Background: an optimization exercise with open tools, aiming at small area, a short achievable clock period and few clock cycles per item. Do not read the settings as production practice. Function was checked by simulation only, so behaviour that the tests miss may differ from the original. Power figures rest on the tool's default switching activity, not on a simulated workload.

## non_rest
module non_rest #(parameter n=16, s=16) (output wire [s-1:0] QUOTIENT, REMAINDER, output wire done,
    input wire [n-1:0] x, y, input wire clk, reset, start);
For scale: ~340 cells after synthesis, ~53 flip-flops, ~68 I/O pins, ~0.0034 mm2 of cells after synthesis.
Settings: LEC_CHECK=0, CAP_MARGIN=20, CORE_MARGIN=2, CORE_UTILIZATION=40, SETUP_SLACK_MARGIN=3.8, SLEW_MARGIN=20; clock period 6.0 ns.
standard.sh (not shown) runs the stock make flow with config.mk's settings and CLKGATE_MAP_FILE= SYNTH_SCRIPT=/design/flow/synth_recipe.tcl, a recipe that flattens the netlist after the stock synthesis.
==> flow/flow/run.sh <==
#!/bin/bash
# Standard layout, with the port buffers made from buf_1 cells instead of the
# default choice; the resizer still upsizes any of them that timing needs.
set -euo pipefail
bash standard.sh "BUFFER_PORTS_ARGS=-buffer_cell sky130_fd_sc_hd__buf_1" finish > orfs_make.log 2>&1
Testbench counts at the start, summed over its fixed seeds: cycles 19,649, divisions 1,600.
Next try:
Settings changed: SETUP_SLACK_MARGIN 3.8 to 3.6.
Result: Design area decreases by 7.7%; worst hold slack hardly moves; sequential power hardly moves; synthesized cell count stays the same; critical path depth rose by 1; via count fell by 2.0%; wire length goes up by 1.5%; count of clock-buffer cells in the layout does not change; sequential cell count does not change; sequential share of layout area came out higher by 2.8 points; register-to-register slack loses 0.14 ns.

* * *

main:
Starting RTL as in the previous note.
==> flow/config.mk <==
export PLATFORM = sky130hd
export DESIGN_NAME = non_rest
export DESIGN_NICKNAME = non_rest
export VERILOG_FILES = /design/flow/design.v
export SDC_FILE = /design/flow/constraint.sdc
export NUM_CORES = 4
export LEC_CHECK = 0
export CAP_MARGIN = 20
export CORE_MARGIN = 2
export CORE_UTILIZATION = 40
export SETUP_SLACK_MARGIN = 3.3
export SLEW_MARGIN = 20
==> flow/constraint.sdc <==
create_clock -name core_clock -period 6.0 [get_ports {clk}]
set_input_delay 1.2000 -clock core_clock [delete_from_list [all_inputs] [get_ports {clk}]]
set_output_delay 1.2000 -clock core_clock [all_outputs]
set_load 0.01 [all_outputs]
Scripts as last shown in full above: flow/flow/run.sh
Testbench counts of main, summed over its fixed seeds: cycles 19,649, divisions 1,600.
Input-level comparison between the feature branch and main:
# main
export LEC_CHECK = 0
export CAP_MARGIN = 20
export CORE_MARGIN = 2
export CORE_UTILIZATION = 40
export SETUP_SLACK_MARGIN = 3.3
export SLEW_MARGIN = 20
create_clock -name core_clock -period 6.0 [get_ports {clk}]
# the feature branch
export LEC_CHECK = 0
export CAP_MARGIN = 20
export CORE_MARGIN = 2
export CORE_UTILIZATION = 40
export SETUP_SLACK_MARGIN = 3.0
export SLEW_MARGIN = 20
create_clock -name core_clock -period 6.0 [get_ports {clk}]
main and the feature branch ended up with roughly the same cell count. Relative to main, the final cell area reported for the feature branch is lower. The feature branch against main: count of non-CTS buffers in the layout did not really move, post-route setup TNS did not really move, total cell area at the placement stage did not really move, met3 wire length went down, sequential share of layout area went up. The required time of the worst setup path in the feature branch was higher than what main gave. Compared to main, the feature branch shows a narrower setup margin. The feature branch vs. main: maximum frequency decreased 4.3%, HPWL after detailed placement increased by 1.4% relative to the old numbers.

* * *

The RTL this note starts from:
==> flow/design.v <==
module non_rest #(parameter n=16, s=16) (output wire [s-1:0] QUOTIENT, REMAINDER, output wire done,
    input wire [n-1:0] x, y, input wire clk, reset, start);
    reg [15:0] Q, R, M;    
    reg [3:0]  cnt;        
    reg        fin;
    assign QUOTIENT  = Q;
    assign REMAINDER = R;
    assign done      = fin;
    wire        busy = |cnt;
    wire [16:0] T    = {R, Q[15]};
    wire [17:0] D    = {1'b0, T} - {2'b0, M};
    wire        qb   = ~D[17];
    wire y_le1 = ~|y[15:1];
    wire q0    = y_le1 & (~y[0] | x[15]);
    wire r0    = x[15] & ~(y_le1 & y[0]);
    wire c8 = |y[15:8];
    wire c4 = |y[15:4];
    always @(posedge clk, posedge reset)
        if (reset) begin
            cnt <= 4'd0; fin <= 1'b0;
        end else if (start) begin
            if (c8) begin cnt <= 4'd8; fin <= 1'b0; end
            else if (c4) begin cnt <= 4'd12; fin <= 1'b0; end
            else begin cnt <= 4'd15; fin <= 1'b0; end
        end else if (busy) begin
            cnt <= cnt - 4'd1;
            if (cnt == 4'd1) fin <= 1'b1;
        end
    always @(posedge clk)
        if (start) begin
            M <= y;
            if (c8) begin R <= {8'd0, x[15:8]}; Q <= {x[7:0], 8'd0}; end
            else if (c4) begin R <= {12'd0, x[15:12]}; Q <= {x[11:0], 4'd0}; end
            else begin R <= {15'd0, r0}; Q <= {x[14:0], q0}; end
        end else if (busy) begin
            R <= qb ? D[15:0] : T[15:0];
            Q <= {Q[14:0], qb};
        end
endmodule
export LEC_CHECK = 0
export ABC_AREA = 1
export CAP_MARGIN = 20
export CORE_MARGIN = 2
export CORE_UTILIZATION = 40
export SETUP_SLACK_MARGIN = 3.5
export SLEW_MARGIN = 20
create_clock -name core_clock -period 6.0 [get_ports {clk}]
Scripts as last shown in full above: flow/flow/run.sh
Testbench counts at the start, summed over its fixed seeds: cycles 19,649, divisions 1,600.
Rerun with:
Settings changed: ABC_AREA 1 to default, CORE_UTILIZATION 40 to 60.
The new run passed the timing, design-rule and antenna checks.
First-iteration DRC count grows by 20%.
Non-clock buffer count shrinks by 1.
Total power shrinks by 4.5%.
Via count shrinks by 18%.
Global-route usage grows by 7.1 points.

[separate check: timing with driven ports]
How much do the figures lean on ideal ports? The routed layouts below were timed once more, with nothing changed but the port constraints. Step 1 (the two cells are an assumption about what drives the block):
set clk [get_ports {clk}]
set_driving_cell -lib_cell sky130_fd_sc_hd__clkbuf_16 $clk
set_driving_cell -lib_cell sky130_fd_sc_hd__buf_2 [delete_from_list [all_inputs] $clk]
Step 2 moves the port delays by t, midway between the first and last clock arrival at a register: inputs arrive t later, outputs are due t later. That takes back most of the time a late clock gives input paths. Three values: no drivers, after step 1, after step 2; two values: the first two.
run	shift t [ns]	setup slack, ns	latest minus earliest clock arrival (ns)	pins driven straight from the clock port
the first run of note 1	0.339	3.664 / 3.656 / 3.317	0.013 / 0.014	1
the second run of note 1	0.348	3.565 / 3.565 / 3.304	0.011 / 0.011	1
main	0.336	3.392 / 3.392 / 3.105	0.013 / 0.013	1
the feature branch	0.340	3.275 / 3.285 / 2.946	0.013 / 0.013	1
the first run of note 3	0.330	3.661 / 3.671 / 3.341	0.007 / 0.007	1
the second run of note 3	0.335	3.570 / 3.570 / 3.304	0.011 / 0.012	1
After both steps setup and hold are still met in every run listed. For the first run of note 1, which loses most, drivers alone change the setup slack by -0.008 ns; drivers and shift together by -0.347 ns.
